Context: an optimization exercise on an open-source flow, tuned for small area, a short achievable clock period and few clock cycles. The choices shown serve that exercise and are no tape-out recipe.
At most, simulation tests tie the RTL to the original design; equivalence was not proved.
Only the layout flow was run in run 1; the RTL was not checked for function there.
Power figures rest on the tool's default switching activity, not on a simulated workload.

==> design.v <==
module CPU_TOP #(
    parameter DWidth = 32
)(
    input   logic                   clk_i,
    input   logic                   rst_ni,
    input   logic                   imem_ready_i,
    input   logic   [DWidth-1:0]    imem_rdata_i,
    output  logic   [DWidth-1:0]    imem_addr_o,
    output  logic                   imem_req_o,
    input   logic                   dmem_ready_i,
    input   logic   [DWidth-1:0]    dmem_rdata_i,
    output  logic   [DWidth-1:0]    dmem_wdata_o,
    output  logic   [DWidth-1:0]    dmem_addr_o,
    output  logic                   dmem_req_o,
    output  logic                   dmem_write_o
);
    localparam logic [4:0] OP_LUI   = 5'b01101;
    localparam logic [4:0] OP_AUIPC = 5'b00101;
    localparam logic [4:0] OP_JAL   = 5'b11011;
    localparam logic [4:0] OP_JALR  = 5'b11001;
    localparam logic [4:0] OP_BR    = 5'b11000;
    localparam logic [4:0] OP_LD    = 5'b00000;
    localparam logic [4:0] OP_ST    = 5'b01000;
    localparam logic [4:0] OP_IMM   = 5'b00100;
    localparam logic [4:0] OP_REG   = 5'b01100;
    localparam logic [4:0] OP_SYS   = 5'b11100;
    logic   [29:0]  fpc;             
    logic   [29:0]  hi;              
    logic   [4:0]   cnt;             
    logic           ireq;
    logic   [31:0]  lbuf [0:15];
    logic   [29:0]  fdist;
    logic           at_hi, lb_hit, f_out, fill_done, byp;
    assign fdist      = hi - fpc;
    assign at_hi     = (fdist == 30'd0);
    assign lb_hit    = (fdist[29:5] == 25'd0) && (fdist[4:0] != 5'd0) && (fdist[4:0] <= cnt);
    assign f_out     = !(lb_hit || at_hi);
    assign fill_done = ireq && imem_ready_i;
    assign byp       = fill_done && at_hi;
    assign imem_req_o  = ireq;
    assign imem_addr_o = {hi, 2'b00};
    always_ff @(posedge clk_i or negedge rst_ni) begin
        if (!rst_ni) begin
            ireq <= 1'b0;
            hi   <= '0;
            cnt  <= '0;
        end else if (!ireq || fill_done) begin
            if (f_out) begin
                hi   <= fpc;
                cnt  <= '0;
                ireq <= 1'b1;
            end else begin
                if (fill_done) begin
                    hi  <= hi + 30'd1;
                    cnt <= cnt[4] ? cnt : cnt + 5'd1;
                end
                ireq <= fill_done ? at_hi : (fdist[29:1] == 29'd0);
            end
        end
    end
    always_ff @(posedge clk_i) begin
        if (fill_done) lbuf[hi[3:0]] <= imem_rdata_i;
    end
    logic   [31:0]  lword, fword;
    logic           favail, pred_tk;
    logic   [29:0]  pred_tgt;
    assign lword    = lbuf[fpc[3:0]];
    assign fword    = byp ? imem_rdata_i : lword;
    assign favail   = lb_hit || byp;
    assign pred_tk  = lb_hit && (lword[6:0] == 7'b1100011) && lword[31];
    assign pred_tgt = fpc + {{20{lword[31]}}, lword[7], lword[30:25], lword[11:9]};
    logic   [31:0]  ir;
    logic   [29:0]  ir_pc;
    logic           ir_v, ir_pred;
    logic           ex_fire, redirect;
    logic   [29:0]  redir_tgt;
    always_ff @(posedge clk_i or negedge rst_ni) begin
        if (!rst_ni) begin
            ir_v <= 1'b0;
            fpc  <= '0;
        end else if (redirect) begin
            ir_v <= 1'b0;
            fpc  <= redir_tgt;
        end else if (!ir_v || ex_fire) begin
            ir_v <= favail;
            if (favail) fpc <= pred_tk ? pred_tgt : fpc + 30'd1;
        end
    end
    always_ff @(posedge clk_i) begin
        if ((!ir_v || ex_fire) && !redirect && favail) begin
            ir      <= fword;
            ir_pc   <= fpc;
            ir_pred <= pred_tk;
        end
    end
    logic   [4:0]   opc, rd, rs1a, rs2a;
    logic   [2:0]   f3;
    logic           is_lui, is_auipc, is_jal, is_jalr, is_br, is_ld, is_st;
    logic           is_imm, is_reg, is_sys, is_mul, is_alu;
    logic           uses_rs1, uses_rs2, writes_rd;
    assign opc  = ir[6:2];
    assign rd   = ir[11:7];
    assign f3   = ir[14:12];
    assign rs1a = ir[19:15];
    assign rs2a = ir[24:20];
    assign is_lui   = (opc == OP_LUI);
    assign is_auipc = (opc == OP_AUIPC);
    assign is_jal   = (opc == OP_JAL);
    assign is_jalr  = (opc == OP_JALR);
    assign is_br    = (opc == OP_BR);
    assign is_ld    = (opc == OP_LD);
    assign is_st    = (opc == OP_ST);
    assign is_imm   = (opc == OP_IMM);
    assign is_reg   = (opc == OP_REG);
    assign is_sys   = (opc == OP_SYS);
    assign is_mul   = is_reg && ir[25];
    assign is_alu   = is_imm || (is_reg && !ir[25]);
    assign uses_rs1  = is_jalr || is_br || is_ld || is_st || is_imm || is_reg;
    assign uses_rs2  = is_br || is_st || is_reg;
    assign writes_rd = (is_lui || is_auipc || is_jal || is_jalr || is_imm || is_reg || is_sys)
                       && (rd != 5'd0);
    logic   [31:0]  imm_i, imm_s, imm_u, imm;
    assign imm_i = {{20{ir[31]}}, ir[31:20]};
    assign imm_s = {{20{ir[31]}}, ir[31:25], ir[11:7]};
    assign imm_u = {ir[31:12], 12'h0};
    assign imm   = is_st ? imm_s : (is_lui || is_auipc) ? imm_u : imm_i;
    logic   [31:0]  rf [1:31];
    logic   [31:0]  rv1, rv2;
    assign rv1 = (rs1a == 5'd0) ? 32'd0 : rf[rs1a];
    assign rv2 = (rs2a == 5'd0) ? 32'd0 : rf[rs2a];
    logic   [31:0]  opa, opb;
    logic           do_sub;
    logic   [32:0]  addsub;
    logic           eq, ltu, lts;
    assign opa    = is_lui ? 32'd0 : is_auipc ? {ir_pc, 2'b00} : rv1;
    assign opb    = (is_reg || is_br) ? rv2 : imm;
    assign do_sub = is_br || (is_reg && ir[30] && (f3 == 3'b000))
                    || (is_alu && (f3[2:1] == 2'b01));
    assign addsub = {1'b0, opa} + {1'b0, do_sub ? ~opb : opb} + {32'd0, do_sub};
    assign eq     = (opa == opb);
    assign ltu    = !addsub[32];
    assign lts    = (opa[31] != opb[31]) ? opa[31] : addsub[31];
    logic   [31:0]  sh_in, sh_r, sh_l;
    logic   [32:0]  sh_x;
    always_comb begin
        for (int i = 0; i < 32; i++) sh_in[i] = (f3 == 3'b001) ? opa[31-i] : opa[i];
    end
    assign sh_x = $signed({ir[30] && (f3 == 3'b101) && opa[31], sh_in}) >>> opb[4:0];
    assign sh_r = sh_x[31:0];
    always_comb begin
        for (int i = 0; i < 32; i++) sh_l[i] = sh_r[31-i];
    end
    logic   [31:0]  alu_out;
    always_comb begin
        if (is_alu) begin
            unique case (f3)
                3'b000:  alu_out = addsub[31:0];
                3'b001:  alu_out = sh_l;
                3'b010:  alu_out = {31'd0, lts};
                3'b011:  alu_out = {31'd0, ltu};
                3'b100:  alu_out = opa ^ opb;
                3'b101:  alu_out = sh_r;
                3'b110:  alu_out = opa | opb;
                default: alu_out = opa & opb;
            endcase
        end else begin
            alu_out = addsub[31:0];
        end
    end
    logic   [1:0]   mstep;
    logic   [33:0]  macc;
    logic   [23:0]  mlo;
    logic   [32:0]  ma;
    logic   [8:0]   mb;
    logic   [41:0]  mprod, msum;
    logic   [31:0]  mul_res;
    assign ma = {(f3 != 3'b011) && rv1[31], rv1};
    always_comb begin
        unique case (mstep)
            2'd0:    mb = {1'b0, rv2[7:0]};
            2'd1:    mb = {1'b0, rv2[15:8]};
            2'd2:    mb = {1'b0, rv2[23:16]};
            default: mb = {!f3[1] && rv2[31], rv2[31:24]};
        endcase
    end
    assign mprod   = $signed(ma) * $signed(mb);
    assign msum    = $signed({{8{macc[33]}}, macc} & {42{mstep != 2'd0}}) + $signed(mprod);
    assign mul_res = (f3 == 3'b000) ? {msum[7:0], mlo} : msum[39:8];
    logic   [63:0]  mcycle, minstret;
    logic   [31:0]  csr_val;
    assign csr_val = ir[21] ? (ir[27] ? minstret[63:32] : minstret[31:0])
                            : (ir[27] ? mcycle[63:32]   : mcycle[31:0]);
    logic           br_tk;
    logic   [29:0]  link_w, pcrel_tgt;
    always_comb begin
        unique case (f3)
            3'b000:  br_tk = eq;
            3'b001:  br_tk = !eq;
            3'b100:  br_tk = lts;
            3'b101:  br_tk = !lts;
            3'b110:  br_tk = ltu;
            3'b111:  br_tk = !ltu;
            default: br_tk = 1'b0;
        endcase
    end
    assign link_w    = ir_pc + 30'd1;
    assign pcrel_tgt = ir_pc + (is_jal ? {{12{ir[31]}}, ir[19:12], ir[20], ir[30:22]}
                                       : {{20{ir[31]}}, ir[7], ir[30:25], ir[11:9]});
    assign redirect  = ex_fire && (is_jal || is_jalr || (is_br && (br_tk != ir_pred)));
    assign redir_tgt = is_jalr ? addsub[31:2] : (is_br && !br_tk) ? link_w : pcrel_tgt;
    logic           dreq, dwe;
    logic   [31:0]  daddr, dwdata;
    logic           ld_pend;
    logic   [4:0]   ld_rd;
    logic   [1:0]   ld_f3;
    logic           wb_v;
    logic   [4:0]   wb_rd;
    logic   [1:0]   wb_f3;
    logic   [31:0]  wb_raw, wb_data;
    logic           d_done, mem_op;
    assign dmem_req_o   = dreq;
    assign dmem_write_o = dwe;
    assign dmem_addr_o  = daddr;
    assign dmem_wdata_o = dwdata;
    assign d_done = dreq && dmem_ready_i;
    assign mem_op = is_ld || is_st;
    assign wb_data = wb_f3[1] ? wb_raw
                   : wb_f3[0] ? {{16{wb_raw[15]}}, wb_raw[15:0]}
                   :            {{24{wb_raw[7]}},  wb_raw[7:0]};
    logic           haz, stall, ex_wr;
    assign ex_wr = writes_rd && (!is_mul || (mstep == 2'd3));
    assign haz   = (ld_pend && (ld_rd != 5'd0) &&
                       ((uses_rs1 && rs1a == ld_rd) || (uses_rs2 && rs2a == ld_rd) ||
                        (writes_rd && rd == ld_rd)))
                || (wb_v && ((uses_rs1 && rs1a == wb_rd) || (uses_rs2 && rs2a == wb_rd) || ex_wr))
                || (mem_op && dreq && !dmem_ready_i);
    assign stall   = haz || (is_mul && (mstep != 2'd3));
    assign ex_fire = ir_v && !stall;
    always_ff @(posedge clk_i or negedge rst_ni) begin
        if (!rst_ni) begin
            dreq    <= 1'b0;
            ld_pend <= 1'b0;
            wb_v    <= 1'b0;
            mstep   <= '0;
        end else begin
            if (ex_fire && mem_op) dreq <= 1'b1;
            else if (d_done)       dreq <= 1'b0;
            if (ex_fire && is_ld)  ld_pend <= 1'b1;
            else if (d_done)       ld_pend <= 1'b0;
            wb_v <= d_done && ld_pend && (ld_rd != 5'd0);
            if (ir_v && is_mul && !haz) mstep <= mstep + 2'd1;
        end
    end
    always_ff @(posedge clk_i) begin
        if (ex_fire && mem_op) begin
            daddr  <= addsub[31:0];
            dwe    <= is_st;
            dwdata <= f3[1] ? rv2 : f3[0] ? {{16{rv2[15]}}, rv2[15:0]} : {{24{rv2[7]}}, rv2[7:0]};
        end
        if (ex_fire && is_ld) begin
            ld_rd <= rd;
            ld_f3 <= f3[1:0];
        end
        if (d_done) begin
            wb_rd  <= ld_rd;
            wb_f3  <= ld_f3;
            wb_raw <= dmem_rdata_i;
        end
        if (ir_v && is_mul && !haz) begin
            macc <= msum[41:8];
            mlo  <= {msum[7:0], mlo[23:8]};
        end
    end
    logic   [31:0]  wd;
    assign wd = is_mul ? mul_res : is_sys ? csr_val : (is_jal || is_jalr) ? {link_w, 2'b00} : alu_out;
    always_ff @(posedge clk_i) begin
        if (wb_v)
            rf[wb_rd] <= wb_data;
        else if (ex_fire && writes_rd)
            rf[rd] <= wd;
    end
    always_ff @(posedge clk_i or negedge rst_ni) begin
        if (!rst_ni) begin
            mcycle   <= '0;
            minstret <= '0;
        end else begin
            mcycle <= mcycle + 64'd1;
            if (ex_fire) minstret <= minstret + 64'd1;
        end
    end
endmodule
==> run.sh <==
#!/bin/bash
# synth_recipe.tcl (not shown) runs the flow's synth.tcl, then flattens the netlist and writes it again
# the make line also repeats each setting of config.mk as NAME=value (left out here)
make -C /OpenROAD-flow-scripts/flow DESIGN_CONFIG=/design/flow/config.mk WORK_HOME=/design/flow/orfs CLKGATE_MAP_FILE= SYNTH_SCRIPT=/design/flow/synth_recipe.tcl finish
==> config.mk <==
export PLATFORM = sky130hd
export DESIGN_NAME = CPU_TOP
export DESIGN_NICKNAME = CPU_TOP
export VERILOG_FILES = /design/flow/design.v
export SDC_FILE = /design/flow/constraint.sdc
export NUM_CORES = 8
export LEC_CHECK = 0
export CAP_MARGIN = 20
export CORE_MARGIN = 2
export CORE_UTILIZATION = 30
export PLACE_DENSITY = 0.5
export SETUP_SLACK_MARGIN = 0.4
export SLEW_MARGIN = 20
==> constraint.sdc <==
create_clock -name core_clock -period 26.0 [get_ports {clk_i}]
set_input_delay 5.2000 -clock core_clock [delete_from_list [all_inputs] [get_ports {clk_i}]]
set_output_delay 5.2000 -clock core_clock [all_outputs]
set_load 0.01 [all_outputs]
==> flow_summary.toml, run 1 <==
[yosys]
synthCells = 8077
synth.ff_latch_count = 1944
ys_seq_area_share_pct = 51.80
ys_async_sr_fraction_pct = 10.29
syn-cell-area_mm2 = 0.1106
synth-edff-count = 1734
yosysUniqueCellTypes = 96
yosysWarnings = 1
avgSynthCellArea_um2 = 13.69
yosys_most_used_dff = "edfxtp_1"

[placed_design]
dp.cells = 12880
io_buffers = 164
dp.final_hpwl_um = 281700
post-place-ws_ns = 13.50
gp_congestion = 0.9785

[cells_and_area]
nNetsFinal = 8916
n_fill_cell = 35340
area_growth_syn_to_layout_pct = 14.18
final_cell_count_no_fill = 13280
drive_above_1_share_pct = 19.02

[critical_path]
cp_data_arrival_time_ns = 13.37
end_kind = "flip-flop"
cp-start-kind = "flip-flop"
worstPathRequired_ns = 26.67
worst-setup-path-type = "reg2reg"
crit_fanout = 68
slowest_stage = "dfxtp_4"
r2r_cells = 36
crit_path_max_incr_delay_ns = 0.92

[sta]
drv_slew = 0
slew-limit-headroom_pct = 14.20
fin_setup_tns_ns = 0
tightestPinTransition_ns = 1.274
setup_viol = 0
fin_crit_sh_pct = 48.84
hold_viol = 0
fin_ws_ns = 13.30
clock_skew_ns = 0.05411
fin_crit_ns = 12.70
fmax_mhz = 78.75
rsz0062_at_grt = "no"

[routing]
vias_per_cell = 5.631
first_pass_iters = 7
finalWirelength_um = 420500
wl_per_cell_um = 31.67
drt-initial-drc-count = 8628
ant_nets = 0
drc = 0
via_count = 74780

[flow_run]
maxCapViolations = 0

[clock_network]
cts_setup_buffers = 0
post_cts_resized = 0
cts-root-buf = "clkbuf_16"
cts_tree = "built"
cts_num_sinks = 1944
cts_buffers = 212
clockBufferDepth = 4
h-tree-depth = 4
clkSlewWorstSetupHoldPaths_ns = 0.06
clk-insertion-delay-late_ns = 0.91
hold_buffers = 0

[run_status]
status = "no timing/DRC/antenna violations"

[grt]
grt_remaining_overflow = 0
grt_max_degree = 122
grt_pass1_vias = 74390
track_usage_pct = 21.99
grt_pass1_wl_um = 583600
antenna_found_initial = 27

[floorplan]
die_w_um = 611.1
die_area_mm2 = 0.3734
start_util_pct = 30.18
core-area_mm2 = 0.3664
rows = 222
die_h_um = 611.1
ios = 167

[pwr]
leakage_nw = 45.01
power_per_cell_area_mw_per_mm2 = 52.06
peakVddDrop_mv = 0.05641

[min_path]
hold_path.class = "reg2reg"
holdPathStages = 0
-- Yosys cell counts, types with 16 or more instances --
| cell type | instances | area, um^2 |
|---|---|---|
| edfxtp_1 | 1734 | 52070 |
| mux4_2 | 733 | 16510 |
| nand2_1 | 619 | 2323 |
| nor2_1 | 521 | 1956 |
| inv_1 | 515 | 1933 |
| a21oi_1 | 445 | 2227 |
| ha_1 | 293 | 3666 |
| clkbuf_1 | 280 | 1051 |
| fa_1 | 280 | 5605 |
| mux2i_1 | 227 | 2272 |
| xnor2_1 | 226 | 1979 |
| o21ai_0 | 206 | 1031 |
| dfrtp_1 | 200 | 5005 |
| nand3_1 | 144 | 720.7 |
| a21o_1 | 123 | 923.4 |
| xor2_1 | 123 | 1077 |
| and3_1 | 92 | 575.6 |
| buf_2 | 90 | 450.4 |
| mux2_2 | 90 | 1013 |
| nor2b_1 | 88 | 550.5 |
| nor3_1 | 81 | 405.4 |
| nand2b_1 | 60 | 375.4 |
| a211oi_1 | 59 | 442.9 |
| buf_1 | 57 | 214.0 |
| and2_1 | 56 | 350.3 |
| o221ai_1 | 48 | 420.4 |
| o21a_1 | 43 | 322.8 |
| a31oi_1 | 42 | 262.8 |
| o211ai_1 | 41 | 307.8 |
| a221oi_1 | 39 | 341.6 |
| o22ai_1 | 39 | 244.0 |
| nand4_1 | 37 | 231.5 |
| nor4_1 | 35 | 219.0 |
| buf_4 | 32 | 240.2 |
| a22oi_1 | 27 | 202.7 |
| nor3b_1 | 25 | 187.7 |
| o21bai_1 | 22 | 165.2 |
| or3_1 | 21 | 131.4 |
| or2_2 | 17 | 106.4 |
| o31ai_1 | 16 | 120.1 |
-- critical path: cells and delay by family (launching register included) --
family                     cells  cell delay [ns]
AOI/OAI and AO/OA             12             3.38
xor gates and xnor gates       1             0.57
adders and majority gates      6             2.49
buffers and inverters          9             3.12
DFF                            1             0.92
muxes                          3             1.19
and+or+nand+nor                5             0.58
-- where the power goes --
part	internal [mW]	switching, mW
registers	3.38	0.00303
logic	0.0300	0.0488
clock network	1.78	1.33
total	5.19	1.38
-- layout by cell type (no fill, tap or decap), types with 123 or more instances in the layout --
cell | Yosys | final
mux4_2 | 733 | 733
clkbuf_16 | 0 | 214
mux2i_1 | 227 | 226
buf_4 | 32 | 279
dfrtp_1 | 200 | 197
a21oi_1 | 445 | 431
inv_1 | 515 | 510
xor2_1 | 123 | 123
ha_1 | 293 | 292
fa_1 | 280 | 280
nand2_1 | 619 | 617
edfxtp_1 | 1734 | 1734
nor2_1 | 521 | 478
nand3_1 | 144 | 144
o21ai_0 | 206 | 200
clkdlybuf4s50_1 | 0 | 163
xnor2_1 | 226 | 221
-- stage by stage --
stage	power, mW	hold WS [ns]	util, %	area (um^2)
4_1_cts	6.635	0.4355	34.44	126200
3_5_place_dp	3.523	0.4209	32.51	119100
5_1_grt	6.756	0.4344	34.45	126200
6_report	6.572	0.4353	34.46	126200
3_3_place_gp	3.521	0.4107	32.51	119100
2_1_floorplan	3.477	0.4003	-	110600
-- worst paths after layout --
kind	startpoint	end	slack [ns]
min in group asynchronous	rst_ni	minstret[55]	4.40
min reg2reg	ld_f3[0]	wb_f3[0]	0.44
max reg2reg	flip-flop	rf[4][30]	13.30
min	ld_f3[0]	wb_f3[0]	0.44
max in group asynchronous	rst_ni	hi[7]	19.71
max	flip-flop	rf[4][30]	13.30
-- metal layers --
metal  vias up  GRT usage, %  wire length (um)
li1      31170             -                 -
met1     39410         29.29            171100
met2      3415         35.44            195800
met3       763         3.052             30200
met4        18         10.34             23290
met5         -             0               108
-- sequential cells by signal, summed over array words and instances (netlist names), 2 cells and up, named ones only --
signal	cells
lbuf	512
dwdata	32
daddr	32
ld_f3	2
ld_rd	5
wb_raw	32
minstret	64
macc	34
ir	30
wb_rd	5
mstep	2
fpc	30
rf	992
mlo	24
ir_pc	30
mcycle	64
cnt	5
wb_f3	2
hi	30
-- cell families after synthesis --
group	count (synthesis)	share of synthesized area (%)
compound gates	1332	7.833
buf+inv	987	3.602
other cells	1	0.003391
xor+xnor	349	2.764
mux	1051	17.91
simple gates	1840	7.703
flops	1944	51.80
fa+ha+maj	573	8.385
-- layout make-up --
type | count | area [um^2] | share of cell area (%)
sequential | 1944 | 57310 | 45.40
multi-input combinational | 5147 | 50000 | 39.60
tap | 4816 | 6026 | 4.773
clock buffer | 256 | 5603 | 4.438
timing repair buffer | 448 | 3849 | 3.048
inverter | 522 | 1964 | 1.556
clock inverter | 137 | 1474 | 1.167
antenna | 8 | 20.02 | 0.01586
==> run 2, diff against run 1 <==
--- a/design.v
+++ b/design.v
@@ -1,4 +1,6 @@
 module CPU_TOP #(
-    parameter DWidth = 32
+    parameter DWidth = 32,
+    parameter LbBits = 5,           
+    parameter PfDist = 19           
 )(
     input   logic                   clk_i,
@@ -27,12 +29,12 @@
     logic   [29:0]  fpc;             
     logic   [29:0]  hi;              
-    logic   [4:0]   cnt;             
+    logic   [LbBits:0] cnt;          
     logic           ireq;
-    logic   [31:0]  lbuf [0:15];
+    logic   [31:0]  lbuf [0:(1<<LbBits)-1];
     logic   [29:0]  fdist;
     logic           at_hi, lb_hit, f_out, fill_done, byp;
     assign fdist      = hi - fpc;
     assign at_hi     = (fdist == 30'd0);
-    assign lb_hit    = (fdist[29:5] == 25'd0) && (fdist[4:0] != 5'd0) && (fdist[4:0] <= cnt);
+    assign lb_hit    = (fdist[29:LbBits+1] == '0) && (fdist[LbBits:0] != '0) && (fdist[LbBits:0] <= cnt);
     assign f_out     = !(lb_hit || at_hi);
     assign fill_done = ireq && imem_ready_i;
@@ -53,17 +55,17 @@
                 if (fill_done) begin
                     hi  <= hi + 30'd1;
-                    cnt <= cnt[4] ? cnt : cnt + 5'd1;
+                    cnt <= cnt[LbBits] ? cnt : cnt + 1'b1;
                 end
-                ireq <= fill_done ? at_hi : (fdist[29:1] == 29'd0);
+                ireq <= fill_done ? (fdist < PfDist - 1) : (fdist < PfDist);
             end
         end
     end
     always_ff @(posedge clk_i) begin
-        if (fill_done) lbuf[hi[3:0]] <= imem_rdata_i;
+        if (fill_done) lbuf[hi[LbBits-1:0]] <= imem_rdata_i;
     end
     logic   [31:0]  lword, fword;
     logic           favail, pred_tk;
     logic   [29:0]  pred_tgt;
-    assign lword    = lbuf[fpc[3:0]];
+    assign lword    = lbuf[fpc[LbBits-1:0]];
     assign fword    = byp ? imem_rdata_i : lword;
     assign favail   = lb_hit || byp;
==> run 2 against run 1 <==
Still clean on timing, DRC and antenna. Register-to-register slack lost 0.43 ns. Area after synthesis is 17% higher. Sequential power rose by 27%. Final cell count is 13% higher. Sequential share of layout area grew 3.5 points. Clock power is about 30% higher. Core utilization rose by 0.15 points. Critical path depth shrank 2. Wire length grew 15%. Die area is 17% higher. Global-route usage is 0.26 points lower. Sequential cell count up 513. Critical path type unchanged. Largest cell class unchanged. Largest power group unchanged. Highest routed layer unchanged.
==> flow_summary.toml, run 2 <==
[run_status]
status = "no timing/DRC/antenna violations"

[floorplan]
die_area_mm2 = 0.4361
die_w_um = 660.4
core-area_mm2 = 0.4300
start_util_pct = 30.06
rows = 241
die_h_um = 660.4
ios = 167

[cells_and_area]
drive_above_1_share_pct = 20.20
area_growth_syn_to_layout_pct = 15.14
nNetsFinal = 9709
largest_reg_flops = 1024
most-common-layout-cells = "edfxtp_1 (2246), mux4_2 (866), nand2_1 (609)"
final_util_pct = 34.61
mostFrequentLayoutCell = "edfxtp_1"
seqCellArea_mm2 = 0.07272
n_fill_cell = 41360
fin_area_mm2 = 0.1488
multi_input_comb_area_mm2 = 0.05352

[sta]
setup_viol = 0
fin_crit_ns = 13.12
fin_setup_tns_ns = 0
rsz0062_at_grt = "no"
hold_viol = 0
clock_skew_ns = 0.1119
slew-limit-headroom_pct = 10.92
fin_crit_sh_pct = 50.48
fmax_mhz = 76.20
tightestPinTransition_ns = 1.333
drv_slew = 0
fin_ws_ns = 12.88

[yosys]
synth.most_common_cell = "edfxtp_1"
syn-cell-area_mm2 = 0.1293
yosysTopAreaCellShare_pct = 52.18
yosysUniqueCellTypes = 104
yosys_most_used_dff = "edfxtp_1"
ys_seq_area_share_pct = 56.23
synthCells = 8772
avgSynthCellArea_um2 = 14.73
ys_top_cells_by_area = "edfxtp_1 (52%), mux4_2 (15%), fa_1 (4.3%)"
synth.ff_latch_count = 2457
yosysWarnings = 1
synth-edff-count = 2246
synth_top_area_cell = "edfxtp_1"
synth_common_cells = "edfxtp_1 (2246), mux4_2 (866), nand2_1 (610)"
ys_async_sr_fraction_pct = 8.181

[routing]
drc = 0
vias_per_cell = 5.537
ant_nets = 0
first_pass_iters = 5
drt-initial-drc-count = 8866
finalWirelength_um = 483600
via_count = 83180
wl_per_cell_um = 32.19

[clock_network]
post_cts_resized = 0
cts-root-buf = "clkbuf_16"
clockBufferDepth = 4
cts_tree = "built"
cts_setup_buffers = 0
clkSlewWorstSetupHoldPaths_ns = 0.06
cts_buffers = 288
clk-insertion-delay-late_ns = 0.97
hold_buffers = 0
h-tree-depth = 5
cts_num_sinks = 2457

[critical_path]
worstPathRequired_ns = 26.72
end_kind = "flip-flop"
crit_fanout = 41
crit_path_max_incr_delay_ns = 0.93
cp-start-kind = "flip-flop"
slowest_stage = "dfxtp_4"
worst-setup-path-type = "reg2reg"
cp_data_arrival_time_ns = 13.84

[grt]
antenna_found_initial = 36
grt_pass1_wl_um = 668300
grt_pass1_vias = 83850
grt_max_degree = 123
grt_remaining_overflow = 0
track_usage_pct = 21.73

[min_path]
hold_path.class = "reg2reg"

[placed_design]
dp.final_hpwl_um = 308700
post-place-ws_ns = 12.69
postPlaceCellArea_mm2 = 0.1395
gp_congestion = 0.9687
io_buffers = 164

[flow_run]
maxCapViolations = 0

[pwr]
leakage_nw = 51.37
power_per_cell_area_mw_per_mm2 = 56.85
peakVddDrop_mv = 0.06569
run 2: cell families (layout without fill, tap and decap cells):
logic type               Yosys count  after routing  share of synthesized area, %
other                              1             16                      0.002901
multiplexers                    1191           1191                         17.92
AO/OA/AOI/OAI                   1376           1376                         6.749
adder cells (fa/ha/maj)          574            574                         7.177
AND/OR/NAND/NOR                 1837           1837                         6.387
flip-flops                      2457           2457                         56.23
buffers and inverters            988           1514                         3.180
XOR/XNOR                         348            348                         2.358
run 2: path summary, 6_finish.rpt:
check	slack, ns	start	depth (start not counted)	end
hold / removal	0.44	ld_f3[1]	0	wb_f3[1]
setup reg to reg	12.88	flip-flop	34	rf[28][29]
hold reg to reg	0.44	ld_f3[1]	0	wb_f3[1]
max in group asynchronous	19.50	rst_ni	3	mcycle[19]
min in group asynchronous	4.24	rst_ni	1	hi[9]
setup / recovery	12.88	flip-flop	34	rf[28][29]
run 2: where the power goes:
group	switching [mW]	internal, mW
sequential	0.00778	4.29
clock	1.69	2.34
combinational	0.0819	0.0449
total	1.78	6.68
run 2: layout make-up:
cell class | instances | share of cell area, %
multi-input combinational | 5328 | 35.96
antenna | 14 | 0.02354
inverter | 489 | 1.239
clock buffer | 368 | 5.170
timing repair buffer | 503 | 2.867
clock inverter | 154 | 1.075
tap | 5710 | 4.801
sequential | 2457 | 48.86
run 2: stage by stage:
step	power [mW]	cells	hold slack (ns)
detailed placement	4.511	14480	0.4236
finish	8.460	15020	0.4355
global route	8.703	15010	0.4332
floorplan	4.434	8773	0.4003
global placement	4.506	14480	0.4111
CTS	8.545	15010	0.4284
run 2: worst max-delay path, delay by kind of cell, from the launching register on:
family / cells / cell delay, ns
AO/OA/AOI/OAI: 9 / 3.08
adder cells (fa/ha/maj): 6 / 2.76
flip-flops: 1 / 0.93
AND/OR/NAND/NOR: 6 / 0.99
buffers and inverters: 8 / 3.01
multiplexers: 4 / 1.62
XOR/XNOR: 1 / 0.28
run 2: per-layer routing:
metal,global-route usage [%],up-vias,part of all wire [%]
met4,9.927,14,5.2
met2,35.55,3632,48
met1,28.11,44150,40
met3,3.876,890,7.0
li1,-,34490,-
met5,0,-,0.018
Testbench counts of run 2, summed over its fixed seeds: cycles 191,576.

[static timing again, ports no longer ideal]
How much do the figures lean on ideal ports? The routed layouts below were timed once more, with nothing changed but the port constraints.
Step 1 (the two cells are an assumption about what drives the block):
set clk [get_ports {clk_i}]
set_driving_cell -lib_cell sky130_fd_sc_hd__clkbuf_16 $clk
set_driving_cell -lib_cell sky130_fd_sc_hd__buf_2 [delete_from_list [all_inputs] $clk]
Step 2 also shifts input and output timing later by t, the mid clock arrival at the registers, as if the neighbouring blocks saw the same clock.
a / b / c = no drivers / after step 1 / after step 2; a / b = the first two.
run | t (ns) | setup slack, ns | worst hold slack (ns) | worst register clock-pin slew, ns | worst data-port slew with drivers (ns)
run 1 | 0.994 | 13.302 / 13.302 / 13.302 | 0.435 / 0.435 / 0.435 | 0.07 / 0.07 | 0.19
run 2 | 1.021 | 12.876 / 12.876 / 12.876 | 0.436 / 0.436 / 0.436 | 0.09 / 0.09 | 0.15
After both steps setup and hold are still met in every run listed.
